Source: an optimization exercise on an open RTL-to-GDS flow (aim: small area, a short achievable clock period and few clock cycles per item). Production flows keep margins and buffers that such runs may drop. In this exercise RTL edits were held to simulation tests only and were not proved equivalent to the original.

==> flow/design.v (outline; a module is shown in full before it is edited, if it fits) <==
// module conv_s1: 341 lines
// module conv_s2: 102 lines
// module final_cmp: 447 lines
// module dense_mac: 346 lines
// module fa3: 4 lines
// module ha2: 4 lines
// module cnn_top: 145 lines
module cnn_top (
    clk,
    rst_n,
    start,
    done,
    data_bram_wen, data_bram_addr, data_bram_din,
    weight_bram_wen, weight_bram_addr, weight_bram_din,
    feature_bram_wen, feature_bram_addr, feature_bram_din,
    dense_w_bram_wen, dense_w_bram_addr, dense_w_bram_din,
    final_class_out
);
  // ...
==> flow/run.sh <==
#!/bin/bash
# synth_recipe.tcl (not shown) runs the flow's synth.tcl, then flattens the netlist and writes it again
# the make line also repeats each setting of config.mk as NAME=value (left out here)
make -C /OpenROAD-flow-scripts/flow DESIGN_CONFIG=/design/flow/config.mk WORK_HOME=/design/flow/orfs CLKGATE_MAP_FILE= SYNTH_SCRIPT=/design/flow/synth_recipe.tcl finish
==> flow/config.mk <==
export PLATFORM = sky130hd
export DESIGN_NAME = cnn_top
export DESIGN_NICKNAME = cnn_top
export VERILOG_FILES = /design/flow/design.v
export SDC_FILE = /design/flow/constraint.sdc
export NUM_CORES = 4
export LEC_CHECK = 0
export CAP_MARGIN = 20
export CORE_MARGIN = 2
export CORE_UTILIZATION = 60
export CTS_BUF_LIST = sky130_fd_sc_hd__clkbuf_8
export CTS_CLUSTER_DIAMETER = 60
export CTS_CLUSTER_SIZE = 16
export PLACE_DENSITY = 0.75
export SETUP_SLACK_MARGIN = 3.7
export SLEW_MARGIN = 20
export SYNTH_HIERARCHICAL = 1
==> flow/constraint.sdc <==
create_clock -name core_clock -period 7.0 [get_ports {clk}]
set_input_delay 1.4000 -clock core_clock [delete_from_list [all_inputs] [get_ports {clk}]]
set_output_delay 1.4000 -clock core_clock [all_outputs]
set_load 0.01 [all_outputs]
==> metrics.yaml, run 1 <==
outcome: "no timing/DRC/antenna violations"
synth-adder-area-share: 0.265
largest_reg_flops: 64
multi_input_area_sq_mm: 0.0184
drt-vias-per-instance: 6.05
hold_depth: 2
hold_violations: 0
die_w_um: 239
port-buffer-count: 45
slew_viol_final: 0
fp-row-count: 86
crit_path_top_delay_cell: "dfxtp_1"
met3_usage: 0.0315
worst_hold_slack_ps: 470
track_usage: 0.240
dp.cells: 3033
final_cells: 3113
dpl.hpwl_um: 49400
synth-xor-area-share: 0.0829
ff2ff_path_depth: 6
synthTopCellsByCount: "fa_1 (333), xnor2_1 (282), edfxtp_1 (244)"
seq_cells: 484
clock_path_buffers: 3
synthArstFlopShare: 0.0103
Testbench counts, summed over its fixed seeds: cycles 5,760, inferences 320.
==> run 2: changes to the inputs <==
--- a/flow/config.mk
+++ b/flow/config.mk
@@ -12,6 +12,6 @@
 export CTS_CLUSTER_DIAMETER = 60
 export CTS_CLUSTER_SIZE = 16
 export PLACE_DENSITY = 0.75
-export SETUP_SLACK_MARGIN = 3.7
+export SETUP_SLACK_MARGIN = 3.4
 export SLEW_MARGIN = 20
 export SYNTH_HIERARCHICAL = 1
==> run 2 against run 1 <==
Still clean on timing, DRC and antenna. Fmax decreased by 7.8%. Global-route usage about the same. Flip-flop and latch count unchanged. Count of clock-buffer cells in the layout unchanged. Die area unchanged. Critical path type unchanged. Critical endpoint is now c1a[11]$_DFF_P_.
==> metrics.yaml, run 2 <==
synth_mux_area_frac: 0.0239
syn_to_final_growth_pct: -0.362
ys_seq_elements: 484
clock_path_buffers: 3  # unchanged
yosysSeqAreaShare: 0.366
busiest_layer: "met2"
ys_top_cells_by_area: "edfxtp_1 (22%), fa_1 (20%), dfxtp_1 (14%)"
synth_area_leader_cell: "edfxtp_1"
synth_top_family_by_area: "adder cells"
finalSetupTns_ps: 0
fin_crit_ps: 3480
setup_violations: 0
core_sq_mm: 0.0549
crit_type: "reg2reg"
ctsResizeCount: 0
nets: 2950
max_stage_delay_ps: 1120
drc: 0
synth-edff-count: 244
grt_pass1_wl_um: 108000
fp-row-count: 86  # unchanged
critPathCaptureType: "flip-flop"
met3_usage: 0.0320  # +0.000576
holdBufCountCts: 0
clock_skew_ps: 54.7
crit_buf_inv: 0
start_util: 0.605
dpl.hpwl_um: 49400  # unchanged
syn_inst: 2608
cts_tree: "yes"
ys_types: 74
die_area_sq_mm: 0.0572
yosysTopAreaCellShare: 0.221
slew_viol_final: 0  # unchanged
drt-vias-per-instance: 6.02  # -0.50%
critPathArrivalTime_ps: 4010
yosysMostFrequentCell: "fa_1"
crit_path_top_delay_cell: "dfxtp_1"
routed-via-count: 18700
synthArstFlopShare: 0.0103  # unchanged
final_cells: 3112  # -0.032%
htreeDepth: 2
tightest_slew_ps: 1190
gp_congestion: 0.902
die_w_um: 239  # unchanged
layout_commonest_cell: "fa_1"
largest_reg_flops: 64  # unchanged
ctsRootBufferMaster: "clkbuf_8"
dp.cells: 3033  # unchanged
grt_util_met1: 0.322
min_path_type: "reg2reg"
hold_violations: 0  # unchanged
track_usage: 0.240  # about the same
rsz0062_at_grt: "no"
max_freq_mhz: 288
clkTransAtPathRegs_ps: 110
critical-path-top-delay-family: "adder cells"
synthesis.area_sq_mm: 0.0332
cp_cell_sequence: "a22oi_2 > xnor2_1 > fa_1 > fa_1 > fa_1 > fa_1"
numCtsBuffers: 42
drt-initial-drc-count: 1338
dpl_cell_area_sq_mm: 0.0321
drive_above_1_share: 0.119
multi_input_area_sq_mm: 0.0184  # -0.18%
synth-adder-area-share: 0.265  # unchanged
synth_compound_area_frac: 0.118
required_ps: 7540
grt_pass1_vias: 20100
cp_common_cell: "fa_1"
io_pins: 76
fill_cells: 4191
overflow: 0
max_slew_margin: 0.205
worstSetupStartpointType: "flip-flop"
antenna_left: 0
synth-warning-count: 17
final_cell_mix: "fa_1 (333), xnor2_1 (282), edfxtp_1 (244)"
final_min_period_over_clock_period: 0.496
yosys.area_share.simple: 0.0627
grtUsageMet2: 0.409
maxCapViolCount: 0
regArea_sq_mm: 0.0122
design_area_sq_mm: 0.0331
die_y_um: 239
firstDrtPassIters: 6
top_register: "x"
cts.sink_count: 484
hold_depth: 2  # unchanged
ff2ff_path_depth: 6  # unchanged
synth-xor-area-share: 0.0829  # unchanged
wl_per_cell_um: 21.4
antenna_found_initial: 1
port-buffer-count: 45  # unchanged
cp_max_fo: 20
wirelength_um: 66500
worst-path-stages: 6
ys.flop_type: "edfxtp_1"
grt_max_degree: 61
outcome: "no timing/DRC/antenna violations"
avgSynthCellArea_sq_um: 12.7
cts_setup_buffers: 0
clock_latency_ps: 700
synthTopCellsByCount: "fa_1 (333), xnor2_1 (282), edfxtp_1 (244)"
## run 2: cell counts after synthesis
No cell type changed its count.
## run 2: final timing paths
kind                                         start                to  slack [ps]
worst max register to register     feat[9]$_DFF_P_   c1a[11]$_DFF_P_        3520
worst min-delay path            w2[5][3]$_DFFE_PP_     a2[3]$_DFF_P_         470
worst min register to register  w2[5][3]$_DFFE_PP_     a2[3]$_DFF_P_         470
min in group asynchronous                    rst_n  cnt[3]$_DFF_PN0_         920
worst max-delay path               feat[9]$_DFF_P_   c1a[11]$_DFF_P_        3520
max in group asynchronous                    rst_n  cnt[0]$_DFF_PN0_        5900
## run 2: modules after synthesis (local to each module, per instance), a selection
module,copies in the design,cells inside
fa3,326,1
conv_s2,1,119
conv_s1,1,328
cnn_top,1,888
final_cmp,1,211
ha2,58,1
dense_mac,1,339
## run 2: layer usage
layer  up-vias  share of wire
met1      9512           0.43
li1       8505              -
met3       139          0.054
met4         0          0.026
met5         -              0
met2       582           0.49
## run 2: layout make-up
type,instances,area share
Multi-Input combinational cell,1745,0.555
Sequential cell,484,0.368
Tap cell,704,0.0266
Clock buffer,43,0.0179
Timing Repair Buffer,61,0.0173
Clock inverter,35,0.0103
Inverter,39,0.00443
Antenna cell,1,0.0000757
## run 2: logic make-up (layout without fill, tap and decap cells)
group,after synthesis,after routing
AOI/OAI and AO/OA,470,470
xor gates and xnor gates,312,312
adders and majority gates,504,504
buffers and inverters,380,178
DFF,484,484
muxes,71,71
other,2,4
and+or+nand+nor,385,385
## run 2: per-stage QoR
stage	utilization	hold WS (ps)	setup WS [ps]
2_1_floorplan	-	438	4000
3_3_place_gp	0.585	448	3320
3_5_place_dp	0.585	460	3430
4_1_cts	0.602	467	3480
5_1_grt	0.603	515	3410
6_report	0.603	470	3520
## run 2: worst register-to-register path, cell delays in order, from the launching register on
cell	delay, ps
dfxtp_1	1120
a22oi_2	200
xnor2_1	260
fa_1	470
fa_1	390
fa_1	510
fa_1	400
==> run 3: changes to the inputs <==
--- a/flow/config.mk
+++ b/flow/config.mk
@@ -12,6 +12,6 @@
 export CTS_CLUSTER_DIAMETER = 60
 export CTS_CLUSTER_SIZE = 16
 export PLACE_DENSITY = 0.75
-export SETUP_SLACK_MARGIN = 3.4
+export SETUP_SLACK_MARGIN = 3.0
 export SLEW_MARGIN = 20
 export SYNTH_HIERARCHICAL = 1
==> run 3 against run 2 <==
Still clean. Die area unchanged. Final area unchanged. Fmax down 0.83%. Sequential share of layout area unchanged. Via count about the same. Flip-flop and latch count unchanged. Global-route usage unchanged. Synthesized area unchanged.
==> metrics.yaml, run 3 <==
synth-edff-count: 244  # unchanged
whs_endpoint: "a2[3]$_DFF_P_"
io_pins: 76  # unchanged
max_freq_mhz: 285  # -0.83%
critPathCaptureType: "flip-flop"
syn_to_final_growth_pct: -0.362  # unchanged
track_usage: 0.240  # unchanged
max_slew_margin: 0.203  # -0.00230
die_area_sq_mm: 0.0572  # unchanged
ys_seq_elements: 484  # unchanged
hold_depth: 2  # unchanged
cp_cell_sequence: "fa_1 > inv_1 > fa_1 > and2b_2 > o2111ai_2 > a32oi_2 > a311oi_2 > a211oi_4 > and3b_1"
fp-row-count: 86  # unchanged
wirelength_um: 66600  # about the same
holdCritStartpoint: "w2[5][3]$_DFFE_PP_"
maxCapViolCount: 0  # unchanged
ctsResizeCount: 0  # unchanged
critical-path-top-delay-family: "compound AO/OA/AOI/OAI gates"
syn_inst: 2608  # unchanged
rsz0062_at_grt: "no"
outcome: "no timing/DRC/antenna violations"
synth_area_leader_cell: "edfxtp_1"
grt_pass1_vias: 20100  # unchanged
worstSetupStartpointType: "flip-flop"
largest_reg_flops: 64  # unchanged
routed-via-count: 18700  # -0.059%
clock_skew_ps: 54.7  # -0.0197 ps
rrSetupSlack_ps: 3500  # -30 ps
top_register: "x"
final_min_period_over_clock_period: 0.501  # +0.00415
critPathArrivalTime_ps: 4070  # +60 ps
htreeDepth: 2  # unchanged
grt_max_degree: 61  # unchanged
slew_viol_final: 0  # unchanged
die_w_um: 239  # unchanged
cp_max_fo: 16  # -20%
gp_congestion: 0.902  # unchanged
design_area_sq_mm: 0.0331  # unchanged
crit_type: "reg2reg"
nets: 2950  # unchanged
required_ps: 7570  # +30 ps
drt-vias-per-instance: 6.02  # about the same
overflow: 0  # unchanged
antenna_found_initial: 1  # unchanged
synthesis.area_sq_mm: 0.0332  # unchanged
dpl.hpwl_um: 49400  # unchanged
crit_buf_inv: 1  # +1
fin_crit_ps: 3500  # +29.0 ps
rr_startpoint: "c1_q[3]$_DFF_P_"
yosysTopAreaCellShare: 0.221  # unchanged
layout_commonest_cell: "fa_1"
synthTopCellsByCount: "fa_1 (333), xnor2_1 (282), edfxtp_1 (244)"
synth_compound_area_frac: 0.118  # unchanged
drive_above_1_share: 0.119  # unchanged
min_path_type: "reg2reg"
clock_path_buffers: 3  # unchanged
r2r_end: "feat[15]$_DFF_P_"
clock_latency_ps: 700  # about the same
yosysSeqAreaShare: 0.366  # unchanged
holdBufCountCts: 0  # unchanged
cts.sink_count: 484  # unchanged
cts_tree: "yes"
ys.flop_type: "edfxtp_1"
avgSynthCellArea_sq_um: 12.7  # unchanged
ff2ff_path_depth: 9  # +3
die_y_um: 239  # unchanged
wl_per_cell_um: 21.4  # about the same
firstDrtPassIters: 6  # unchanged
yosys.area_share.simple: 0.0627  # unchanged
cts_setup_buffers: 0  # unchanged
synth_mux_area_frac: 0.0239  # unchanged
start_util: 0.605  # unchanged
final_cells: 3112  # unchanged
tightest_slew_ps: 1190  # +3.44 ps
dpl_cell_area_sq_mm: 0.0321  # unchanged
max_stage_delay_ps: 760  # -360 ps
core_sq_mm: 0.0549  # unchanged
final_cell_mix: "fa_1 (333), xnor2_1 (282), edfxtp_1 (244)"
ys_top_cells_by_area: "edfxtp_1 (22%), fa_1 (20%), dfxtp_1 (14%)"
cp_common_cell: "fa_1"
crit_path_top_delay_cell: "a211oi_4"
finalSetupTns_ps: 0  # unchanged
setup_violations: 0  # unchanged
numCtsBuffers: 42  # unchanged
antenna_left: 0  # unchanged
synthArstFlopShare: 0.0103  # unchanged
port-buffer-count: 45  # unchanged
hold_violations: 0  # unchanged
synth_top_family_by_area: "adder cells"
synth-xor-area-share: 0.0829  # unchanged
clkTransAtPathRegs_ps: 110  # about the same
yosysMostFrequentCell: "fa_1"
drc: 0  # unchanged
ys_types: 74  # unchanged
ctsRootBufferMaster: "clkbuf_8"
synth-warning-count: 17  # unchanged
grt_pass1_wl_um: 108000  # unchanged
drt-initial-drc-count: 1338  # unchanged
dp.cells: 3033  # unchanged
synth-adder-area-share: 0.265  # unchanged
## run 3: worst max-delay path by stage
stage / start / end / cells past startpoint
floorplan: wsel[2]$_DFF_P_ / c1a[9]$_DFF_P_ / 8
global placement: dense_w_bram_wen / w0[3][3]$_DFFE_PP_ / 4
detailed placement: data_bram_wen / x[3][0]$_DFFE_PP_ / 4
CTS: c1_q[3]$_DFF_P_ / feat[15]$_DFF_P_ / 9
global route: c1_q[3]$_DFF_P_ / feat[15]$_DFF_P_ / 9
finish: c1_q[3]$_DFF_P_ / feat[15]$_DFF_P_ / 9
## run 3: final cells by class
type                       count  area [sq um]
fill                        4191         21800
multi-input combinational   1745         18400
sequential                   484         12200
tap                          704           881
clock buffer                  43           592
timing repair buffer          61           571
clock inverter                35           340
inverter                      39           146
antenna                        1          2.50
## run 3: per-module statistics from Yosys (local to each module, per instance), a selection
| module | flops+latches | cells |
|---|---|---|
| cnn_top | 484 | 888 |
| dense_mac | 0 | 339 |
| conv_s1 | 0 | 328 |
| final_cmp | 0 | 211 |
| conv_s2 | 0 | 119 |
| fa3 | 0 | 1 |
| ha2 | 0 | 1 |
## run 3: routing by layer
layer / vias to the layer above / GRT usage / wire (um)
li1: 8504 / - / -
met1: 9514 / 0.322 / 28400
met2: 579 / 0.409 / 32800
met3: 130 / 0.0320 / 3620
met4: 0 / 0.0737 / 1690
met5: - / 0 / 0
## run 3: tightest hold or removal path, cell delays in order (launching register included)
cell      delay, ps
edfxtp_1        330
a22oi_1          60
nand3_1          60
## run 3: cell families after synthesis
kind of cell               after synthesis
AOI/OAI and AO/OA                      470
xor gates and xnor gates               312
adders and majority gates              504
buffers and inverters                  380
DFF                                    484
muxes                                   71
other                                    2
and+or+nand+nor                        385
## run 3: per-stage QoR
stage	setup slack, ps	hold slack (ps)	util
2_1_floorplan	4000	438	-
3_3_place_gp	3320	448	0.585
3_5_place_dp	3430	460	0.585
4_1_cts	3480	467	0.602
5_1_grt	3360	515	0.603
6_report	3500	468	0.603
==> run 4: changes to the inputs <==
--- a/flow/config.mk
+++ b/flow/config.mk
@@ -12,6 +12,6 @@
 export CTS_CLUSTER_DIAMETER = 60
 export CTS_CLUSTER_SIZE = 16
 export PLACE_DENSITY = 0.75
-export SETUP_SLACK_MARGIN = 3.0
+export SETUP_SLACK_MARGIN = 3.6
 export SLEW_MARGIN = 20
 export SYNTH_HIERARCHICAL = 1
==> run 4 against run 3 <==
Flip-flop and latch count unchanged. Synthesized area unchanged. Final cell count barely moved. Critical path type unchanged. Highest routed layer unchanged.
==> metrics.yaml, run 4 <==
htreeDepth: 2  # unchanged
yosysSeqAreaShare: 0.366  # unchanged
yosysMostFrequentCell: "fa_1"
synth-edff-count: 244  # unchanged
synthesis.area_sq_mm: 0.0332  # unchanged
final_min_period_over_clock_period: 0.471  # -0.0293
dpl.hpwl_um: 49400  # unchanged
rsz0062_at_grt: "no"
drt-initial-drc-count: 1276  # -4.6%
die_w_um: 239  # unchanged
fin_crit_ps: 3300  # -205 ps
cts.sink_count: 484  # unchanged
port-buffer-count: 45  # unchanged
slew_viol_final: 0  # unchanged
nets: 2951  # +0.034%
ff2ff_path_depth: 6  # -3
grt_pass1_vias: 20100  # -0.030%
synthTopCellsByCount: "fa_1 (333), xnor2_1 (282), edfxtp_1 (244)"
grt_max_degree: 61  # unchanged
cp_max_fo: 20  # +4
clock_path_buffers: 3  # unchanged
crit_path_top_delay_cell: "dfxtp_1"
required_ps: 7540  # -30 ps
start_util: 0.605  # unchanged
outcome: "no timing/DRC/antenna violations"
layout_commonest_cell: "fa_1"
antenna_left: 0  # unchanged
numCtsBuffers: 42  # unchanged
ctsRootBufferMaster: "clkbuf_8"
whs_endpoint: "a2[3]$_DFF_P_"
syn_inst: 2608  # unchanged
wl_per_cell_um: 21.4  # -0.10%
die_y_um: 239  # unchanged
die_area_sq_mm: 0.0572  # unchanged
drc: 0  # unchanged
hold_violations: 0  # unchanged
firstDrtPassIters: 5  # -1
clock_latency_ps: 690  # about the same
synth-warning-count: 17  # unchanged
ys_seq_elements: 484  # unchanged
top_register: "x"
cts_tree: "yes"
ys_top_cells_by_area: "edfxtp_1 (22%), fa_1 (20%), dfxtp_1 (14%)"
rr_startpoint: "feat[15]$_DFF_P_"
ys_types: 74  # unchanged
maxCapViolCount: 0  # unchanged
drt-vias-per-instance: 6.05  # +0.53%
max_freq_mhz: 303  # +6.2%
rrSetupSlack_ps: 3700  # +210 ps
holdCritStartpoint: "w2[5][3]$_DFFE_PP_"
avgSynthCellArea_sq_um: 12.7  # unchanged
grt_pass1_wl_um: 108000  # about the same
wirelength_um: 66500  # about the same
hold_depth: 2  # unchanged
crit_type: "reg2reg"
final_cell_mix: "fa_1 (333), xnor2_1 (282), edfxtp_1 (244)"
clock_skew_ps: 55.9  # +1.13 ps
setup_violations: 0  # unchanged
io_pins: 76  # unchanged
antenna_found_initial: 1  # unchanged
min_path_type: "reg2reg"
max_slew_margin: 0.235  # +0.0325
tightest_slew_ps: 1150  # -48.7 ps
critPathCaptureType: "flip-flop"
ys.flop_type: "edfxtp_1"
fp-row-count: 86  # unchanged
drive_above_1_share: 0.125  # +0.00576
clkTransAtPathRegs_ps: 110  # about the same
cp_cell_sequence: "a22oi_1 > xnor2_1 > fa_1 > fa_1 > fa_1 > fa_1"
worstSetupStartpointType: "flip-flop"
synthArstFlopShare: 0.0103  # unchanged
routed-via-count: 18800  # +0.56%
synth_area_leader_cell: "edfxtp_1"
cp_common_cell: "fa_1"
track_usage: 0.240  # about the same
max_stage_delay_ps: 920  # +160 ps
finalSetupTns_ps: 0  # unchanged
gp_congestion: 0.902  # unchanged
yosysTopAreaCellShare: 0.221  # unchanged
core_sq_mm: 0.0549  # unchanged
r2r_end: "c1a[16]$_DFF_P_"
largest_reg_flops: 64  # unchanged
final_util: 0.604  # +0.000912
holdBufCountCts: 0  # unchanged
overflow: 0  # unchanged
syn_to_final_growth_pct: -0.211
critPathArrivalTime_ps: 3840  # -230 ps
[run 4: cell types whose count changed in the layout (fill, tap and decap cells not counted)]
| cell | before | now |
|---|---|---|
| buf_4 | 16 | 14 |
| dfxtp_2 | 10 | 21 |
| dfxtp_1 | 224 | 213 |
| or3_1 | 7 | 6 |
| buf_6 | 0 | 2 |
| or3_4 | 0 | 1 |
| buf_12 | 0 | 1 |
| a21boi_2 | 0 | 1 |
| a21boi_1 | 1 | 0 |
[run 4: worst max-delay path by stage]
| stage | to | from |
|---|---|---|
| 3_3_place_gp | w0[3][3]$_DFFE_PP_ | dense_w_bram_wen |
| 5_1_grt | final_class_out[1]$_DFF_P_ | s2[13]$_DFF_P_ |
| 4_1_cts | c2a[12]$_DFF_P_ | feat[10]$_DFF_P_ |
| 3_5_place_dp | x[3][0]$_DFFE_PP_ | data_bram_wen |
| 6_report | c1a[16]$_DFF_P_ | feat[15]$_DFF_P_ |
| 2_1_floorplan | c1a[9]$_DFF_P_ | wsel[2]$_DFF_P_ |
[run 4: area by class of cell]
type	count	area (sq um)
fill	4184	21800
multi-input combinational	1745	18400
sequential	484	12200
tap	704	881
timing repair buffer	62	598
clock buffer	43	592
clock inverter	35	340
inverter	39	146
antenna	1	2.50
[run 4: per-module statistics from Yosys (local to each module, per instance), a selection]
| module | times used | area, sq um | flops+latches | cells |
|---|---|---|---|---|
| final_cmp | 1 | 1790 | 0 | 211 |
| conv_s1 | 1 | 2610 | 0 | 328 |
| fa3 | 326 | 20.0 | 0 | 1 |
| cnn_top | 1 | 15100 | 484 | 888 |
| conv_s2 | 1 | 923 | 0 | 119 |
| ha2 | 58 | 12.5 | 0 | 1 |
| dense_mac | 1 | 2770 | 0 | 339 |
[run 4: routing by layer]
metal / up-vias / track usage / wire length, um / share of wire
met4: 0 / 0.0737 / 1740 / 0.026
met3: 135 / 0.0320 / 3580 / 0.054
met2: 588 / 0.409 / 32900 / 0.49
met1: 9597 / 0.322 / 28300 / 0.43
li1: 8512 / - / - / -
met5: - / 0 / 0 / 0
[run 4: logic make-up (layout without fill, tap and decap cells)]
| kind of cell | count (synthesis) | count (layout) | share of synthesized area |
|---|---|---|---|
| DFF | 484 | 484 | 0.366 |
| muxes | 71 | 71 | 0.0239 |
| adders and majority gates | 504 | 504 | 0.265 |
| buffers and inverters | 380 | 179 | 0.0811 |
| other | 2 | 4 | 0.000226 |
| and+or+nand+nor | 385 | 385 | 0.0627 |
| AOI/OAI and AO/OA | 470 | 470 | 0.118 |
| xor gates and xnor gates | 312 | 312 | 0.0829 |
[run 4: worst max-delay path, delay by kind of cell, from the launching register on]
kind                     cells  cell delay (ps)
flip-flops                   1              920
adder cells (fa/ha/maj)      4             1780
XOR/XNOR                     1              250
AO/OA/AOI/OAI                1              220
[run 4: what timing repair did]
item | in CTS | in global routing
resized for setup | 3 | 12
setup endpoints to repair | 11 | 23
pin swaps | 1 | 0
setup buffers | 1 | 0
[run 4: per-stage QoR]
stage                     area, sq um  std cells  hold slack, ps  setup slack, ps
final                           33100       3113             469             3700
after global routing            33100       3113             515             3610
after CTS                       33100       3112             467             3610
after detailed placement        32100       3033             460             3430
after global placement          32100       3032             448             3320
after floorplan                 33200       2609             438             4000
==> run 5: changes to the inputs <==
--- a/flow/config.mk
+++ b/flow/config.mk
@@ -12,6 +12,6 @@
 export CTS_CLUSTER_DIAMETER = 60
 export CTS_CLUSTER_SIZE = 16
 export PLACE_DENSITY = 0.75
-export SETUP_SLACK_MARGIN = 3.6
+export SETUP_SLACK_MARGIN = 3.9
 export SLEW_MARGIN = 20
 export SYNTH_HIERARCHICAL = 1
==> run 5 against run 4 <==
First-iteration DRC count rose by 14%. Global-route usage increased by 0.066 points. Via count up 2.4%. Largest cell class unchanged. Worst hold slack gained 5.1 ps. Final cell count increased by 3.0%. Non-clock buffer count rose by 93. Highest routed layer unchanged.
==> metrics.yaml, run 5 <==
outcome: "no timing/DRC/antenna violations"
antenna_left: 0  # unchanged
synth_top_family_by_area: "adder cells"
critPathArrivalTime_ps: 3750  # -90 ps
nets: 3044  # +3.2%
crit_buf_inv: 0  # unchanged
cp_max_fo: 3  # -85%
largest_reg_flops: 64  # unchanged
min_path_type: "reg2reg"
required_ps: 7600  # +60 ps
rr_startpoint: "s2[12]$_DFF_P_"
max_freq_mhz: 317  # +4.6%
grt_pass1_vias: 20100  # +0.15%
firstDrtPassIters: 6  # +1
r2r_end: "final_class_out[1]$_DFF_P_"
synth-edff-count: 244  # unchanged
synth_compound_area_frac: 0.118  # unchanged
ys_types: 74  # unchanged
avgSynthCellArea_sq_um: 12.7  # unchanged
io_pins: 76  # unchanged
holdCritStartpoint: "w2[5][3]$_DFFE_PP_"
setup_violations: 0  # unchanged
synth-adder-area-share: 0.265  # unchanged
die_y_um: 239  # unchanged
wl_met1_um: 29100  # +2.9%
fin_crit_ps: 3150  # -145 ps
dr_wl_met3_um: 3780  # +5.4%
ff2ff_path_depth: 10  # +4
syn_to_final_growth_pct: 2.51
slew_viol_final: 0  # unchanged
synthesis.area_sq_mm: 0.0332  # unchanged
rrSetupSlack_ps: 3850  # +150 ps
ys_top_cells_by_area: "edfxtp_1 (22%), fa_1 (20%), dfxtp_1 (14%)"
fp-row-count: 86  # unchanged
die_area_sq_mm: 0.0572  # unchanged
synthArstFlopShare: 0.0103  # unchanged
clock_skew_ps: 54.5  # -1.39 ps
overflow: 0  # unchanged
maxCapViolCount: 0  # unchanged
synth-xor-area-share: 0.0829  # unchanged
final_cell_mix: "fa_1 (333), xnor2_1 (282), edfxtp_1 (244)"
worst_hold_slack_ps: 474  # +5.11 ps
yosys.area_share.simple: 0.0627  # unchanged
max_slew_margin: 0.230  # -0.00509
wirelength_um: 68500  # +3.0%
finalSetupTns_ps: 0  # unchanged
cp_cell_sequence: "fa_1 > fa_1 > ha_4 > a21o_1 > a21o_1 > a221o_1 > or3_4 > a21oi_2 > xnor2_1 > a21boi_2"
fill_cells: 4079  # -2.5%
grt_pass1_wl_um: 108000  # +0.19%
synth_area_leader_cell: "edfxtp_1"
routed-via-count: 19300  # +2.4%
crit_path_top_delay_cell: "fa_1"
core_sq_mm: 0.0549  # unchanged
die_w_um: 239  # unchanged
clock_path_buffers: 3  # unchanged
grt_max_degree: 61  # unchanged
synth-warning-count: 17  # unchanged
ctsRootBufferMaster: "clkbuf_8"
layout_commonest_cell: "fa_1"
critPathCaptureType: "flip-flop"
clkTransAtPathRegs_ps: 110  # about the same
synth_mux_area_frac: 0.0239  # unchanged
cts_tree: "yes"
port-buffer-count: 45  # unchanged
ys_seq_elements: 484  # unchanged
dr.max_layer_used: "met4"
track_usage: 0.241  # +0.000662
ys.flop_type: "edfxtp_1"
clock_latency_ps: 690  # about the same
tightest_slew_ps: 1150  # +7.63 ps
hold_violations: 0  # unchanged
whs_endpoint: "a2[3]$_DFF_P_"
drive_above_1_share: 0.171  # +0.0457
critical-path-top-delay-family: "adder cells"
dpl.hpwl_um: 49400  # unchanged
regArea_sq_mm: 0.0122  # +0.47%
drt-vias-per-instance: 6.02  # -0.55%
yosysMostFrequentCell: "fa_1"
crit_type: "reg2reg"
worstSetupStartpointType: "flip-flop"
syn_inst: 2608  # unchanged
multi_input_area_sq_mm: 0.0185  # +0.44%
drt-initial-drc-count: 1451  # +14%
wl_per_cell_um: 21.4  # about the same
top_register: "x"
antenna_found_initial: 1  # unchanged
numCtsBuffers: 42  # unchanged
yosysTopAreaCellShare: 0.221  # unchanged
synthTopCellsByCount: "fa_1 (333), xnor2_1 (282), edfxtp_1 (244)"
htreeDepth: 2  # unchanged
final_min_period_over_clock_period: 0.450  # -0.0208
cts.sink_count: 484  # unchanged
drc: 0  # unchanged
wl_met2_um: 33800  # +2.9%
hold_depth: 2  # unchanged
rsz0062_at_grt: "yes"
start_util: 0.605  # unchanged
max_stage_delay_ps: 570  # -350 ps
yosysSeqAreaShare: 0.366  # unchanged
gp_congestion: 0.902  # unchanged
## run 5: logic make-up (layout without fill, tap and decap cells)
group                    count (synthesis)  in the layout
adder cells (fa/ha/maj)                504            504
flip-flops                             484            484
AO/OA/AOI/OAI                          470            470
AND/OR/NAND/NOR                        385            385
buffers and inverters                  380            272
XOR/XNOR                               312            312
multiplexers                            71             71
other                                    2              4
## run 5: final cells by class
class / instances / share of cell area
flip-flops and latches: 484 / 0.360
clock buffers: 43 / 0.0174
clock inverters: 35 / 0.0100
well taps: 704 / 0.0259
diodes: 1 / 0.0000735
multi-input cells: 1745 / 0.542
inverters: 39 / 0.00430
repair buffers: 155 / 0.0401
## run 5: worst max path at each step
stage	start	end	slack, ps	cells after the start
final	s2[12]$_DFF_P_	final_class_out[1]$_DFF_P_	3850	10
after global routing	s2[13]$_DFF_P_	final_class_out[1]$_DFF_P_	3740	10
after CTS	s2[13]$_DFF_P_	final_class_out[1]$_DFF_P_	3810	10
after detailed placement	data_bram_wen	x[3][0]$_DFFE_PP_	3430	4
after global placement	dense_w_bram_wen	w0[3][3]$_DFFE_PP_	3320	4
after floorplan	wsel[2]$_DFF_P_	c1a[9]$_DFF_P_	4000	8
## run 5: worst reg2reg max path, stage by stage, from the launching register on
cell      delay [ps]
dfxtp_2          360
fa_1             470
fa_1             570
ha_4             210
a21o_1           150
a21o_1           180
a221o_1          320
or3_4            390
a21oi_2          160
xnor2_1          140
a21boi_2         170
## run 5: repair_timing
item | CTS | global route
buffers inserted | 6 | 87
hold buffers | 0 | 0
cloned | 0 | 1
pin swaps | 3 | 4
setup endpoints to repair | 70 | 35
gates resized for setup | 38 | 33
## run 5: metal layers
layer,global-route usage,vias up
li1,-,8703
met1,0.323,9818
met2,0.409,630
met3,0.0320,137
met4,0.0758,0
met5,0,-
## run 5: per-stage QoR
step                      std cells  setup slack (ps)  area [sq um]   util
final                          3206              3850         34000  0.620
after global routing           3206              3740         34000  0.620
after CTS                      3117              3810         33200  0.605
after detailed placement       3033              3430         32100  0.585
after global placement         3032              3320         32100  0.585
after floorplan                2609              4000         33200      -
## run 5: Yosys stat by module, one instance, submodules excluded, a selection
module     area, sq um  flops+latches
cnn_top          15100            484
dense_mac         2770              0
conv_s1           2610              0
final_cmp         1790              0
conv_s2            923              0
fa3               20.0              0
ha2               12.5              0
==> run 6: changes to the inputs <==
--- a/flow/config.mk
+++ b/flow/config.mk
@@ -12,6 +12,6 @@
 export CTS_CLUSTER_DIAMETER = 60
 export CTS_CLUSTER_SIZE = 16
 export PLACE_DENSITY = 0.75
-export SETUP_SLACK_MARGIN = 3.9
+export SETUP_SLACK_MARGIN = 4.0
 export SLEW_MARGIN = 20
 export SYNTH_HIERARCHICAL = 1
==> run 6 against run 5 <==
Final area rose by 1.1%. Highest routed layer unchanged. Still clean on timing, DRC and antenna. Critical path type unchanged. Register-to-register slack barely moved. Flip-flop and latch count did not move.
==> metrics.yaml, run 6 <==
synth-adder-area-share: 0.265  # unchanged
largest_reg_flops: 64  # unchanged
hold_depth: 2  # unchanged
start_util: 0.605  # unchanged
required_ps: 7610  # about the same
syn_to_final_growth_pct: 3.65
holdBufCountCts: 0  # unchanged
antenna_found_initial: 1  # unchanged
syn_inst: 2608  # unchanged
regArea_sq_mm: 0.0123  # +0.14%
routed-via-count: 19500  # +0.87%
final_min_period_over_clock_period: 0.452  # +0.00190
die_w_um: 239  # unchanged
synth-warning-count: 17  # unchanged
track_usage: 0.244  # +0.00279
io_pins: 76  # unchanged
synth-edff-count: 244  # unchanged
dpl_cell_area_sq_mm: 0.0321  # about the same
synth_compound_area_frac: 0.118  # unchanged
core_sq_mm: 0.0549  # unchanged
yosysTopAreaCellShare: 0.221  # unchanged
crit_path_top_delay_cell: "fa_1"
critPathArrivalTime_ps: 3780  # +30 ps
synthesis.area_sq_mm: 0.0332  # unchanged
max_freq_mhz: 316  # -0.42%
port-buffer-count: 45  # unchanged
worstSetupStartpointType: "flip-flop"
finalSetupTns_ps: 0  # unchanged
slew_viol_final: 0  # unchanged
yosysMostFrequentCell: "fa_1"
max_slew_margin: 0.224  # -0.00592
final_cell_mix: "fa_1 (322), xnor2_1 (278), edfxtp_1 (244)"
htreeDepth: 2  # unchanged
wirelength_um: 70000  # +2.2%
rsz0062_at_grt: "yes"
synthArstFlopShare: 0.0103  # unchanged
drt-vias-per-instance: 6.04  # +0.40%
ctsRootBufferMaster: "clkbuf_8"
outcome: "no timing/DRC/antenna violations"
critical-path-top-delay-family: "adder cells"
clkTransAtPathRegs_ps: 100  # about the same
yosysSeqAreaShare: 0.366  # unchanged
cp_common_cell: "fa_1"
die_area_sq_mm: 0.0572  # unchanged
worst-path-stages: 10  # unchanged
multi_input_area_sq_mm: 0.0187  # +1.1%
wl_per_cell_um: 21.7  # +1.7%
top_register: "x"
setup_slack_ps: 3830  # -13.3 ps
ff2ff_path_depth: 10  # unchanged
drt-initial-drc-count: 1348  # -7.1%
yosys.area_share.simple: 0.0627  # unchanged
ys_top_cells_by_area: "edfxtp_1 (22%), fa_1 (20%), dfxtp_1 (14%)"
fp-row-count: 86  # unchanged
pre_cts_slack_ps: 3300  # -137 ps
synth_area_leader_cell: "edfxtp_1"
ys_seq_elements: 484  # unchanged
synthTopCellsByCount: "fa_1 (333), xnor2_1 (282), edfxtp_1 (244)"
ys_types: 74  # unchanged
drive_above_1_share: 0.193  # +0.0224
nets: 3059  # +0.49%
cts_tree: "yes"
tightest_slew_ps: 1160  # +8.87 ps
ys.flop_type: "edfxtp_1"
gp_congestion: 0.905  # +0.28%
dpl.hpwl_um: 48900  # -0.93%
grt_pass1_wl_um: 109000  # +1.0%
cp_max_fo: 3  # unchanged
grt_max_degree: 61  # unchanged
clock_path_buffers: 3  # unchanged
numCtsBuffers: 42  # unchanged
cts.sink_count: 484  # unchanged
antenna_left: 0  # unchanged
drc: 0  # unchanged
fill_cells: 4044  # -0.86%
grt_pass1_vias: 20400  # +1.6%
cp_cell_sequence: "fa_1 > fa_1 > ha_1 > nand4_1 > inv_1 > a221o_1 > or3_4 > a21oi_2 > xnor2_1 > a21boi_2"
die_y_um: 239  # unchanged
hold_violations: 0  # unchanged
design_area_sq_mm: 0.0344  # +1.1%
crit_type: "reg2reg"
firstDrtPassIters: 6  # unchanged
fin_crit_ps: 3170  # +13.3 ps
maxCapViolCount: 0  # unchanged
avgSynthCellArea_sq_um: 12.7  # unchanged
critPathCaptureType: "flip-flop"
synth_mux_area_frac: 0.0239  # unchanged
synth_top_family_by_area: "adder cells"
clock_latency_ps: 680  # about the same
layout_commonest_cell: "fa_1"
min_path_type: "reg2reg"
max_stage_delay_ps: 550  # -20 ps
clock_skew_ps: 45.4  # -9.02 ps
crit_buf_inv: 1  # +1
overflow: 0  # unchanged
synth-xor-area-share: 0.0829  # unchanged
setup_violations: 0  # unchanged
==> run 6: cell families after synthesis <==
family	after synthesis
adder cells (fa/ha/maj)	504
other	2
XOR/XNOR	312
flip-flops	484
AO/OA/AOI/OAI	470
multiplexers	71
buffers and inverters	380
AND/OR/NAND/NOR	385
==> run 6: path summary, 6_finish.rpt <==
kind | slack (ps) | from | end
min reg2reg | 450 | w2[3][6]$_DFFE_PP_ | a2[6]$_DFF_P_
max in group asynchronous | 5870 | rst_n | cnt[2]$_DFF_PN0_
max reg2reg | 3830 | s2[15]$_DFF_P_ | final_class_out[1]$_DFF_P_
min | 450 | w2[3][6]$_DFFE_PP_ | a2[6]$_DFF_P_
max | 3830 | s2[15]$_DFF_P_ | final_class_out[1]$_DFF_P_
min in group asynchronous | 940 | rst_n | cnt[0]$_DFF_PN0_
==> run 6: final cells by class <==
| type | instances | share of cell area |
|---|---|---|
| inverters | 39 | 0.00426 |
| flip-flops and latches | 484 | 0.356 |
| well taps | 704 | 0.0256 |
| clock buffers | 44 | 0.0176 |
| diodes | 1 | 0.0000727 |
| clock inverters | 34 | 0.0102 |
| repair buffers | 170 | 0.0434 |
| multi-input cells | 1745 | 0.543 |
==> run 6: repair_timing <==
item                                    4_1_cts  5_1_grt
endpoints found under the hold margin         0        0
endpoints found under the setup margin       97       55
pin swaps                                     4       23
setup buffers                                60       49
gates resized for setup                      49       74
cloned                                        0        2
==> run 6: metrics by stage <==
| step | utilization | hold slack [ps] | instances |
|---|---|---|---|
| 4_1_cts | 0.613 | 450 | 3169 |
| 3_5_place_dp | 0.585 | 456 | 3031 |
| 2_1_floorplan | - | 438 | 2609 |
| 5_1_grt | 0.627 | 474 | 3221 |
| 6_report | 0.627 | 453 | 3221 |
| 3_3_place_gp | 0.585 | 448 | 3031 |
==> run 6: per-module statistics from Yosys (local to each module, per instance), a selection <==
module | flip-flops and latches | copies in the design | cells inside
ha2 | 0 | 58 | 1
conv_s2 | 0 | 1 | 119
fa3 | 0 | 326 | 1
final_cmp | 0 | 1 | 211
cnn_top | 484 | 1 | 888
conv_s1 | 0 | 1 | 328
dense_mac | 0 | 1 | 339
==> run 6: worst min-delay path, cell delays in order, from the launching register on <==
cell and delay [ps]:
edfxtp_1 320, a22oi_1 60, nand3_1 60
==> run 6: routing by layer <==
| layer | up-vias | wire length (um) | GRT usage | share of wire |
|---|---|---|---|---|
| li1 | 8715 | - | - | - |
| met1 | 9807 | 28500 | 0.320 | 0.41 |
| met2 | 770 | 35200 | 0.418 | 0.50 |
| met3 | 163 | 4220 | 0.0347 | 0.060 |
| met4 | 0 | 2070 | 0.0807 | 0.029 |
| met5 | - | 0 | 0 | 0 |
==> run 7: changes to the inputs <==
--- a/flow/config.mk
+++ b/flow/config.mk
@@ -5,6 +5,7 @@
 export SDC_FILE = /design/flow/constraint.sdc
 export NUM_CORES = 4
 export LEC_CHECK = 0
+export ABC_AREA = 1
 export CAP_MARGIN = 20
 export CORE_MARGIN = 2
 export CORE_UTILIZATION = 60
@@ -12,6 +13,6 @@
 export CTS_CLUSTER_DIAMETER = 60
 export CTS_CLUSTER_SIZE = 16
 export PLACE_DENSITY = 0.75
-export SETUP_SLACK_MARGIN = 4.0
+export SETUP_SLACK_MARGIN = 3.8
 export SLEW_MARGIN = 20
 export SYNTH_HIERARCHICAL = 1
==> run 7 against run 6 <==
Non-clock buffer count down 101. Fmax up 2.7%. Flip-flop and latch count unchanged. Via count up 30%. Utilization down 2.4 points. Register-to-register slack better by 80 ps. Synthesized cell count up 58%. Synthesized area up 7.9%. Worst hold slack worse by 4.7 ps.
==> metrics.yaml, run 7 <==
outcome: "no timing/DRC/antenna violations"
max_stage_delay_ps: 570  # +20 ps
clkTransAtPathRegs_ps: 100  # about the same
holdBufCountCts: 0  # unchanged
grt_max_degree: 55  # -9.8%
layout_commonest_cell: "nand2_1"
min_path_type: "reg2reg"
firstDrtPassIters: 6  # unchanged
die_y_um: 248  # +3.8%
io_pins: 76  # unchanged
cp_common_cell: "fa_1"
crit_path_top_delay_cell: "dfxtp_4"
maxCapViolCount: 0  # unchanged
clock_skew_ps: 51.8  # +6.31 ps
critPathArrivalTime_ps: 3610  # -170 ps
yosysSeqAreaShare: 0.340  # -0.0267
synth_area_leader_cell: "edfxtp_1"
pre_cts_slack_ps: 3250  # -46.7 ps
yosysMostFrequentCell: "nand2_1"
synthArstFlopShare: 0.0103  # unchanged
max_freq_mhz: 324  # +2.7%
die_w_um: 248  # +3.8%
drive_above_1_share: 0.0708  # -0.122
critPathCaptureType: "flip-flop"
synth-edff-count: 244  # unchanged
synth-warning-count: 17  # unchanged
grt_pass1_wl_um: 125000  # +14%
critical-path-top-delay-family: "adder cells"
crit_type: "reg2reg"
gp_congestion: 0.896  # -0.98%
top_register: "x"
dpl.hpwl_um: 56700  # +16%
ys.flop_type: "edfxtp_1"
htreeDepth: 2  # unchanged
overflow: 0  # unchanged
design_area_sq_mm: 0.0356  # +3.5%
tightest_slew_ps: 1020  # -138 ps
setup_slack_ps: 3920  # +83.5 ps
yosysTopAreaCellShare: 0.205  # -0.0161
fin_crit_ps: 3080  # -83.5 ps
die_area_sq_mm: 0.0616  # +7.7%
core_sq_mm: 0.0590  # +7.5%
ys_seq_elements: 484  # unchanged
clock_latency_ps: 700  # +20 ps
setup_violations: 0  # unchanged
largest_reg_flops: 64  # unchanged
fp-row-count: 89  # +3.5%
grt_pass1_vias: 24800  # +21%
syn_to_final_growth_pct: -0.545
ys_types: 49  # -34%
syn_inst: 4115  # +58%
ctsRootBufferMaster: "clkbuf_8"
hold_violations: 0  # unchanged
start_util: 0.607  # +0.00172
antenna_found_initial: 1  # unchanged
drt-initial-drc-count: 1944  # +44%
track_usage: 0.256  # +0.0120
final_cell_mix: "nand2_1 (1630), fa_1 (333), nand3_1 (316)"
drc: 0  # unchanged
nets: 4453  # +46%
synthTopCellsByCount: "nand2_1 (1630), fa_1 (333), nand3_1 (316)"
numCtsBuffers: 43  # +2.4%
cts.sink_count: 484  # unchanged
synthesis.area_sq_mm: 0.0358  # +7.9%
rr_startpoint: "wsel[2]$_DFF_P_"
wl_per_cell_um: 16.2  # -26%
antenna_left: 0  # unchanged
drt-vias-per-instance: 5.40  # -11%
ys_top_cells_by_area: "edfxtp_1 (20%), fa_1 (19%), nand2_1 (17%)"
fill_cells: 4982  # +23%
max_slew_margin: 0.316  # +0.0921
worstSetupStartpointType: "flip-flop"
dpl_cell_area_sq_mm: 0.0345  # +7.5%
crit_path_start: "wsel[2]$_DFF_P_"
required_ps: 7530  # -80 ps
cp_max_fo: 54  # +51
clock_path_buffers: 3  # unchanged
holdCritStartpoint: "w1[5][4]$_DFFE_PP_"
final_min_period_over_clock_period: 0.440  # -0.0119
port-buffer-count: 45  # unchanged
slew_viol_final: 0  # unchanged
cts_tree: "yes"
finalSetupTns_ps: 0  # unchanged
cp_cell_sequence: "buf_8 > nor2_1 > fa_1 > fa_1 > fa_1 > fa_1"
crit_buf_inv: 1  # unchanged
wirelength_um: 75800  # +8.3%
rsz0062_at_grt: "no"
avgSynthCellArea_sq_um: 8.70  # -32%
routed-via-count: 25300  # +30%
==> run 7: cell types whose count changed after synthesis, moves of 27 or more <==
cell     delta
a22oi_1   -210
a22oi_2    -98
buf_2      -27
buf_6      +31
inv_1     +198
mux2_2     -63
nand2_1  +1555
nand2_2    +72
nand3_1   +281
nor2_1    +134
nor2b_1   -102
o21ai_0    +32
xnor2_1   -273
==> run 7: final cells by class <==
cell class / count / area [sq um] / area share
Inverter: 268 / 1080 / 0.0304
Clock inverter: 33 / 263 / 0.00738
Tap cell: 773 / 967 / 0.0272
Timing Repair Buffer: 69 / 676 / 0.0190
Clock buffer: 46 / 633 / 0.0178
Multi-Input combinational cell: 3010 / 19800 / 0.556
Antenna cell: 2 / 5.00 / 0.000141
Sequential cell: 484 / 12200 / 0.342
==> run 7: cell families (layout without fill, tap and decap cells) <==
logic type,Yosys count,after routing,synth area share
AND/OR/NAND/NOR,2283,2283,0.265
XOR/XNOR,55,55,0.0139
adder cells (fa/ha/maj),504,504,0.246
AO/OA/AOI/OAI,162,162,0.0260
other,2,5,0.000210
buffers and inverters,622,416,0.109
multiplexers,3,3,0.000944
flip-flops,484,484,0.340
==> run 7: through the flow <==
stage / std cells / utilization / hold WS (ps)
after floorplan: 4116 / - / 415
after global placement: 4591 / 0.585 / 424
after detailed placement: 4591 / 0.585 / 425
after CTS: 4672 / 0.601 / 448
after global routing: 4685 / 0.603 / 477
final: 4685 / 0.603 / 448
==> run 7: metal layers <==
metal  global-route usage  up-vias  part of all wire
met4               0.0839        0             0.027
met2                0.431      856              0.48
met1                0.342    11900              0.43
met5                    0        -                 0
li1                     -    12400                 -
met3               0.0348      180             0.069
==> run 7: repair_timing <==
item,in CTS,in global routing
gates resized for setup,11,9
gates cloned,0,0
pin swaps,0,0
setup buffers,2,11
endpoints found under the setup margin,42,33
==> run 7: worst paths after layout <==
check / endpoint / slack [ps] / cells past startpoint
min in group asynchronous: cnt[0]$_DFF_PN0_ / 940 / 1
worst min register to register: a1[4]$_DFF_P_ / 450 / 2
worst min-delay path: a1[4]$_DFF_P_ / 450 / 2
max in group asynchronous: cnt[2]$_DFF_PN0_ / 5850 / 1
worst max register to register: c1a[19]$_DFF_P_ / 3920 / 6
worst max-delay path: c1a[19]$_DFF_P_ / 3920 / 6
==> run 7: worst register-to-register path, cell delays in order (launching register included) <==
cell and delay [ps]:
dfxtp_4 570, buf_8 340, nor2_1 170, fa_1 520, fa_1 400, fa_1 510, fa_1 420
==> run 7: Yosys stat by module, one instance, submodules excluded, a selection <==
module | flops+latches | cell area, sq um
cnn_top | 484 | 15400
conv_s1 | 0 | 3530
dense_mac | 0 | 3390
final_cmp | 0 | 1850
conv_s2 | 0 | 1150
fa3 | 0 | 20.0
ha2 | 0 | 12.5
==> run 8: changes to the inputs <==
--- a/flow/config.mk
+++ b/flow/config.mk
@@ -5,7 +5,6 @@
 export SDC_FILE = /design/flow/constraint.sdc
 export NUM_CORES = 4
 export LEC_CHECK = 0
-export ABC_AREA = 1
 export CAP_MARGIN = 20
 export CORE_MARGIN = 2
 export CORE_UTILIZATION = 60
==> run 8 against run 7 <==
Still clean on timing, DRC and antenna. Count of clock-buffer cells in the layout fell by 3. Sequential share of layout area rose by 2.5 points. First-iteration DRC count fell by 32%. Global-route usage fell by 1.5 points. Final cell count fell by 33%. Final area fell by 6.6%. Flip-flop and latch count did not move.
==> metrics.yaml, run 8 <==
outcome: "no timing/DRC/antenna violations"
die_area_sq_mm: 0.0572  # -7.2%
ys_top_cells_by_area: "edfxtp_1 (22%), fa_1 (20%), dfxtp_1 (14%)"
clkTransAtPathRegs_ps: 110  # about the same
fill_cells: 4173  # -16%
final_cell_mix: "fa_1 (333), xnor2_1 (282), edfxtp_1 (244)"
critPathCaptureType: "flip-flop"
grt_pass1_vias: 20100  # -19%
tightest_slew_ps: 1150  # +131 ps
die_w_um: 239  # -3.6%
io_pins: 76  # unchanged
ys_seq_elements: 484  # unchanged
antenna_found_initial: 1  # unchanged
synth_area_leader_cell: "edfxtp_1"
design_area_sq_mm: 0.0333  # -6.6%
slew_viol_final: 0  # unchanged
finalSetupTns_ps: 0  # unchanged
dpl_cell_area_sq_mm: 0.0321  # -6.9%
layout_commonest_cell: "fa_1"
clock_skew_ps: 56.6  # +4.82 ps
antenna_left: 0  # unchanged
grt_max_degree: 61  # +11%
core_sq_mm: 0.0549  # -7.0%
clock_latency_ps: 690  # about the same
ctsRootBufferMaster: "clkbuf_8"
yosysTopAreaCellShare: 0.221  # +0.0161
synth-warning-count: 17  # unchanged
synthArstFlopShare: 0.0103  # unchanged
wl_per_cell_um: 21.4  # +32%
rsz0062_at_grt: "yes"
fin_crit_ps: 3160  # +77.7 ps
yosysMostFrequentCell: "fa_1"
cts_tree: "yes"
worstSetupStartpointType: "flip-flop"
top_register: "x"
final_min_period_over_clock_period: 0.452  # +0.0111
min_path_type: "reg2reg"
start_util: 0.605  # -0.00172
critPathArrivalTime_ps: 3770  # +160 ps
dpl.hpwl_um: 49400  # -13%
hold_violations: 0  # unchanged
maxCapViolCount: 0  # unchanged
setup_violations: 0  # unchanged
track_usage: 0.240  # -0.0154
synthesis.area_sq_mm: 0.0332  # -7.3%
ys_types: 74  # +51%
routed-via-count: 18900  # -25%
numCtsBuffers: 42  # -2.3%
dp.cells: 3033  # -34%
largest_reg_flops: 64  # unchanged
synth-edff-count: 244  # unchanged
avgSynthCellArea_sq_um: 12.7  # +46%
clock_path_buffers: 3  # unchanged
grt_pass1_wl_um: 108000  # -13%
synthTopCellsByCount: "fa_1 (333), xnor2_1 (282), edfxtp_1 (244)"
die_y_um: 239  # -3.6%
crit_type: "reg2reg"
worst_hold_slack_ps: 470  # +21.8 ps
drt-initial-drc-count: 1316  # -32%
htreeDepth: 2  # unchanged
drive_above_1_share: 0.137  # +0.0662
max_freq_mhz: 316  # -2.5%
cts.sink_count: 484  # unchanged
syn_inst: 2608  # -37%
ys.flop_type: "edfxtp_1"
drc: 0  # unchanged
required_ps: 7610  # +80 ps
fp-row-count: 86  # -3.4%
final_cells: 3121  # -33%
max_slew_margin: 0.229  # -0.0872
yosysSeqAreaShare: 0.366  # +0.0267
holdBufCountCts: 0  # unchanged
drt-vias-per-instance: 6.05  # +12%
wirelength_um: 66800  # -12%
cp_max_fo: 3  # -94%
port-buffer-count: 45  # unchanged
firstDrtPassIters: 5  # -1
syn_to_final_growth_pct: 0.185
gp_congestion: 0.902  # +0.71%
overflow: 0  # unchanged
nets: 2959  # -34%
[run 8: changes by cell type after synthesis, moves of 27 or more]
cell / delta
mux2_2: +63
inv_1: -198
buf_6: -31
a22oi_1: +210
a22oi_2: +98
nor2_1: -134
o21ai_0: -32
buf_2: +27
nand2_1: -1555
nor2b_1: +102
nand3_1: -281
xnor2_1: +273
nand2_2: -72
[run 8: through the flow]
stage | utilization | setup slack (ps)
4_1_cts | 0.604 | 3800
6_report | 0.606 | 3840
3_5_place_dp | 0.585 | 3430
3_3_place_gp | 0.585 | 3320
2_1_floorplan | - | 4000
5_1_grt | 0.606 | 3740
[run 8: final timing paths]
| path | startpoint | endpoint | slack [ps] | depth (start not counted) |
|---|---|---|---|---|
| worst min-delay path | w2[5][3]$_DFFE_PP_ | a2[3]$_DFF_P_ | 470 | 2 |
| worst max register to register | c2a[12]$_DFF_P_ | final_class_out[1]$_DFF_P_ | 3840 | 10 |
| max in group asynchronous | rst_n | cnt[0]$_DFF_PN0_ | 5900 | 1 |
| min in group asynchronous | rst_n | cnt[3]$_DFF_PN0_ | 920 | 1 |
| worst min register to register | w2[5][3]$_DFFE_PP_ | a2[3]$_DFF_P_ | 470 | 2 |
| worst max-delay path | c2a[12]$_DFF_P_ | final_class_out[1]$_DFF_P_ | 3840 | 10 |
[run 8: repair_timing]
action | 4_1_cts | 5_1_grt
buffers inserted | 1 | 8
setup endpoints to repair | 61 | 31
endpoints found under the hold margin | 0 | 0
pin swaps | 3 | 0
resized for setup | 27 | 17
[run 8: modules after synthesis, one instance, submodules excluded, a selection]
| module | times used | cells inside | flops+latches |
|---|---|---|---|
| dense_mac | 1 | 339 | 0 |
| conv_s1 | 1 | 328 | 0 |
| cnn_top | 1 | 888 | 484 |
| fa3 | 326 | 1 | 0 |
| ha2 | 58 | 1 | 0 |
| conv_s2 | 1 | 119 | 0 |
| final_cmp | 1 | 211 | 0 |
[run 8: worst max-delay path: stages, from the launching register on]
cell and delay [ps]:
dfxtp_1 440, fa_1 470, fa_1 440, ha_4 260
a21o_1 150, a21o_1 180, a221o_1 320, or3_4 380
a21oi_2 150, xnor2_1 140, a21boi_2 170
[run 8: kinds of logic (layout without fill, tap and decap cells)]
logic type,count (synthesis),in the layout,share of synthesized area
AND/OR/NAND/NOR,385,385,0.0627
flip-flops,484,484,0.366
AO/OA/AOI/OAI,470,470,0.118
adder cells (fa/ha/maj),504,504,0.265
XOR/XNOR,312,312,0.0829
other,2,4,0.000226
buffers and inverters,380,187,0.0811
multiplexers,71,71,0.0239
[run 8: routing by layer]
layer	vias to the layer above	GRT usage	routed length, um
li1	8529	-	-
met1	9603	0.323	28500
met2	609	0.408	33100
met4	0	0.0741	1670
met3	131	0.0315	3650
met5	-	0	0
[run 8: final cells by class]
class	instances	area (sq um)	share of cell area
sequential	484	12200	0.367
timing repair buffer	70	674	0.0203
inverter	39	146	0.00440
clock buffer	43	592	0.0178
clock inverter	35	340	0.0102
tap	704	881	0.0265
multi-input combinational	1745	18400	0.553
antenna	1	2.50	0.0000753
==> run 9: changes to the inputs <==
--- a/flow/config.mk
+++ b/flow/config.mk
@@ -7,11 +7,11 @@
 export LEC_CHECK = 0
 export CAP_MARGIN = 20
 export CORE_MARGIN = 2
-export CORE_UTILIZATION = 60
+export CORE_UTILIZATION = 70
 export CTS_BUF_LIST = sky130_fd_sc_hd__clkbuf_8
 export CTS_CLUSTER_DIAMETER = 60
 export CTS_CLUSTER_SIZE = 16
-export PLACE_DENSITY = 0.75
+export PLACE_DENSITY = 0.82
 export SETUP_SLACK_MARGIN = 3.8
 export SLEW_MARGIN = 20
 export SYNTH_HIERARCHICAL = 1
==> run 9 against run 8 <==
Still clean. Utilization rose by 10 points. Clock skew down 19 ps. Via count up 2.1%. Final area is 0.30% lower. Worst hold slack improved by 1.7 ps. Count of clock-buffer cells in the layout rose by 1. Sequential share of layout area is 0.097 points higher. Global-route usage up 4.3 points. Flip-flop and latch count is the same. Largest cell class unchanged. Highest routed layer is now met5.
==> metrics.yaml, run 9 <==
outcome: "no timing/DRC/antenna violations"
largest_reg_flops: 64  # unchanged
final_min_period_over_clock_period: 0.462  # +0.0102
die_y_um: 222  # -7.3%
slew_viol_final: 0  # unchanged
pre_cts_slack_ps: 3250  # -182 ps
antenna_left: 0  # unchanged
layout_commonest_cell: "fa_1"
cts.sink_count: 484  # unchanged
clock_path_buffers: 3  # unchanged
ys.flop_type: "edfxtp_1"
multi_input_area_sq_mm: 0.0184  # +0.23%
crit_type: "reg2reg"
numCtsBuffers: 43  # +2.4%
max_freq_mhz: 309  # -2.2%
avgSynthCellArea_sq_um: 12.7  # unchanged
antenna_found_initial: 0  # -1
clock_latency_ps: 680  # about the same
ys_types: 74  # unchanged
synthArstFlopShare: 0.0103  # unchanged
min_path_type: "reg2reg"
routed-via-count: 19300  # +2.1%
final_cells: 3029  # -2.9%
clkTransAtPathRegs_ps: 100  # about the same
yosysSeqAreaShare: 0.366  # unchanged
track_usage: 0.283  # +0.0426
holdBufCountCts: 0  # unchanged
grt_max_degree: 59  # -3.3%
synth-warning-count: 17  # unchanged
final_util: 0.711  # +0.105
grt_pass1_vias: 21000  # +4.5%
drt-vias-per-instance: 6.36  # +5.2%
yosysTopAreaCellShare: 0.221  # unchanged
synth_area_leader_cell: "edfxtp_1"
final_cell_mix: "fa_1 (332), xnor2_1 (281), edfxtp_1 (244)"
port-buffer-count: 45  # unchanged
die_w_um: 222  # -7.3%
fp-row-count: 79  # -8.1%
synthTopCellsByCount: "fa_1 (333), xnor2_1 (282), edfxtp_1 (244)"
tightest_slew_ps: 1150  # -9.58 ps
worstSetupStartpointType: "flip-flop"
die_area_sq_mm: 0.0492  # -14%
fin_crit_ps: 3230  # +71.7 ps
max_slew_margin: 0.236  # +0.00639
top_register: "x"
nets: 2963  # +0.14%
overflow: 0  # unchanged
drt-initial-drc-count: 1548  # +18%
clock_skew_ps: 37.2  # -19.4 ps
holdCritStartpoint: "w0[3][3]$_DFFE_PP_"
maxCapViolCount: 0  # unchanged
wl_per_cell_um: 22.4  # +4.7%
io_pins: 76  # unchanged
rr_startpoint: "s2[13]$_DFF_P_"
critPathArrivalTime_ps: 3830  # +60 ps
drc: 0  # unchanged
crit_path_start: "s2[13]$_DFF_P_"
synthesis.area_sq_mm: 0.0332  # unchanged
dp.cells: 2939  # -3.1%
setup_slack_ps: 3770  # -71.7 ps
ctsRootBufferMaster: "clkbuf_8"
gp_congestion: 0.910  # +0.83%
dpl.hpwl_um: 49800  # +0.80%
fill_cells: 3128  # -25%
setup_violations: 0  # unchanged
yosysMostFrequentCell: "fa_1"
required_ps: 7590  # -20 ps
critPathCaptureType: "flip-flop"
drive_above_1_share: 0.138  # +0.000543
grt_pass1_wl_um: 111000  # +2.4%
finalSetupTns_ps: 0  # unchanged
synth-edff-count: 244  # unchanged
regArea_sq_mm: 0.0122  # about the same
syn_inst: 2608  # unchanged
syn_to_final_growth_pct: -0.121
cts_tree: "yes"
start_util: 0.711  # +0.107
cp_max_fo: 3  # unchanged
hold_violations: 0  # unchanged
ys_seq_elements: 484  # unchanged
wirelength_um: 68000  # +1.7%
rsz0062_at_grt: "yes"
firstDrtPassIters: 17  # +12
ys_top_cells_by_area: "edfxtp_1 (22%), fa_1 (20%), dfxtp_1 (14%)"
htreeDepth: 2  # unchanged
core_sq_mm: 0.0467  # -15%
-- run 9: cell count changes in the layout (fill, tap and decap cells not counted), sizes merged --
| cell | before | now |
|---|---|---|
| buf | 25 | 28 |
| inv | 61 | 62 |
| bufinv | 5 | 1 |
| clkinv | 4 | 10 |
| clkbuf | 43 | 44 |
| clkinvlp | 4 | 2 |
-- run 9: cell type report --
type | count | area share
Timing Repair Buffer | 73 | 0.0211
Multi-Input combinational cell | 1745 | 0.556
Clock buffer | 44 | 0.0183
Tap cell | 607 | 0.0229
Antenna cell | 1 | 0.0000755
Sequential cell | 484 | 0.368
Clock inverter | 36 | 0.00853
Inverter | 39 | 0.00442
-- run 9: cell families after synthesis --
family	count (synthesis)	share of synthesized area
buffers and inverters	380	0.0811
muxes	71	0.0239
adders and majority gates	504	0.265
AOI/OAI and AO/OA	470	0.118
and+or+nand+nor	385	0.0627
DFF	484	0.366
other	2	0.000226
xor gates and xnor gates	312	0.0829
-- run 9: critical path, cell delays in order, from the launching register on --
cell and delay, ps:
dfxtp_2 370, fa_1 500, fa_1 550, ha_4 220, a21o_1 150, a21o_1 180
a221o_1 330, or3_4 450, a21oi_4 160, xnor2_2 130, a21boi_2 160
-- run 9: modules after synthesis, one instance, submodules excluded, excerpt --
| module | cells inside | cell area (sq um) | times used | flip-flops and latches |
|---|---|---|---|---|
| conv_s1 | 328 | 2610 | 1 | 0 |
| fa3 | 1 | 20.0 | 326 | 0 |
| conv_s2 | 119 | 923 | 1 | 0 |
| final_cmp | 211 | 1790 | 1 | 0 |
| dense_mac | 339 | 2770 | 1 | 0 |
| ha2 | 1 | 12.5 | 58 | 0 |
| cnn_top | 888 | 15100 | 1 | 484 |
-- run 9: metrics by stage --
step,hold slack [ps],area [sq um]
final,472,33200
after global routing,496,33200
after CTS,471,33000
after detailed placement,455,32000
after global placement,446,32000
after floorplan,438,33200
-- run 9: metal layers --
| layer | track usage | share of wire | wire length [um] | vias to the layer above |
|---|---|---|---|---|
| li1 | - | - | - | 8539 |
| met1 | 0.371 | 0.40 | 27100 | 9799 |
| met2 | 0.491 | 0.50 | 34100 | 791 |
| met3 | 0.0416 | 0.071 | 4790 | 129 |
| met4 | 0.0861 | 0.027 | 1810 | 2 |
| met5 | 0 | 0.0015 | 99 | - |
-- run 9: worst paths after layout --
| kind | to | slack [ps] | depth (start not counted) |
|---|---|---|---|
| setup / recovery | final_class_out[1]$_DFF_P_ | 3770 | 10 |
| max in group asynchronous | cnt[1]$_DFF_PN0_ | 5860 | 1 |
| min in group asynchronous | cnt[2]$_DFF_PN0_ | 950 | 1 |
| setup reg to reg | final_class_out[1]$_DFF_P_ | 3770 | 10 |
| hold reg to reg | a0[3]$_DFF_P_ | 470 | 2 |
| hold / removal | a0[3]$_DFF_P_ | 470 | 2 |
-- run 9: repair_timing --
| action | 4_1_cts | 5_1_grt |
|---|---|---|
| endpoints found under the hold margin | 0 | 0 |
| pin swaps | 4 | 2 |
| resized for setup | 21 | 25 |
| cloned | 0 | 0 |
| endpoints found under the setup margin | 84 | 27 |
| buffers inserted | 5 | 4 |

[what the ideal ports hide]
The results above use ideal ports. As a check the final layouts listed here were re-extracted and re-timed, cells and wires unchanged. Step 1 sets driving cells, clkbuf_16 on the clock port and buf_2 on the other inputs (assumed; they add their load-dependent delay and slew). Step 2 also shifts input and output timing later by t, the mid clock arrival at the registers, as if the neighbouring blocks saw the same clock. Three values: ideal, step 1, step 2; two values: the first two.
run	shift t [ns]	setup slack, ns	worst hold slack (ns)	clock arrival spread, ns	worst slew at a driven data input, ns
run 1	0.727	3.797 / 3.797 / 3.395	0.470 / 0.470 / 0.470	0.073 / 0.072	0.04
run 2	0.726	3.525 / 3.525 / 3.404	0.470 / 0.470 / 0.470	0.071 / 0.071	0.04
run 3	0.726	3.496 / 3.496 / 3.406	0.468 / 0.468 / 0.468	0.071 / 0.071	0.04
run 4	0.728	3.701 / 3.701 / 3.384	0.469 / 0.469 / 0.469	0.074 / 0.073	0.04
run 5	0.724	3.847 / 3.847 / 3.339	0.474 / 0.474 / 0.474	0.071 / 0.071	0.04
run 6	0.707	3.833 / 3.833 / 3.447	0.453 / 0.453 / 0.453	0.049 / 0.049	0.04
run 7	0.720	3.917 / 3.917 / 3.606	0.448 / 0.448 / 0.448	0.065 / 0.064	0.04
run 8	0.728	3.839 / 3.839 / 3.395	0.470 / 0.470 / 0.470	0.075 / 0.075	0.04
run 9	0.715	3.767 / 3.767 / 3.412	0.472 / 0.472 / 0.472	0.038 / 0.038	0.05
After both steps every run listed still meets setup and hold. For run 5, which loses most, drivers alone change the setup slack by 0.000 ns; drivers and shift together by -0.508 ns.
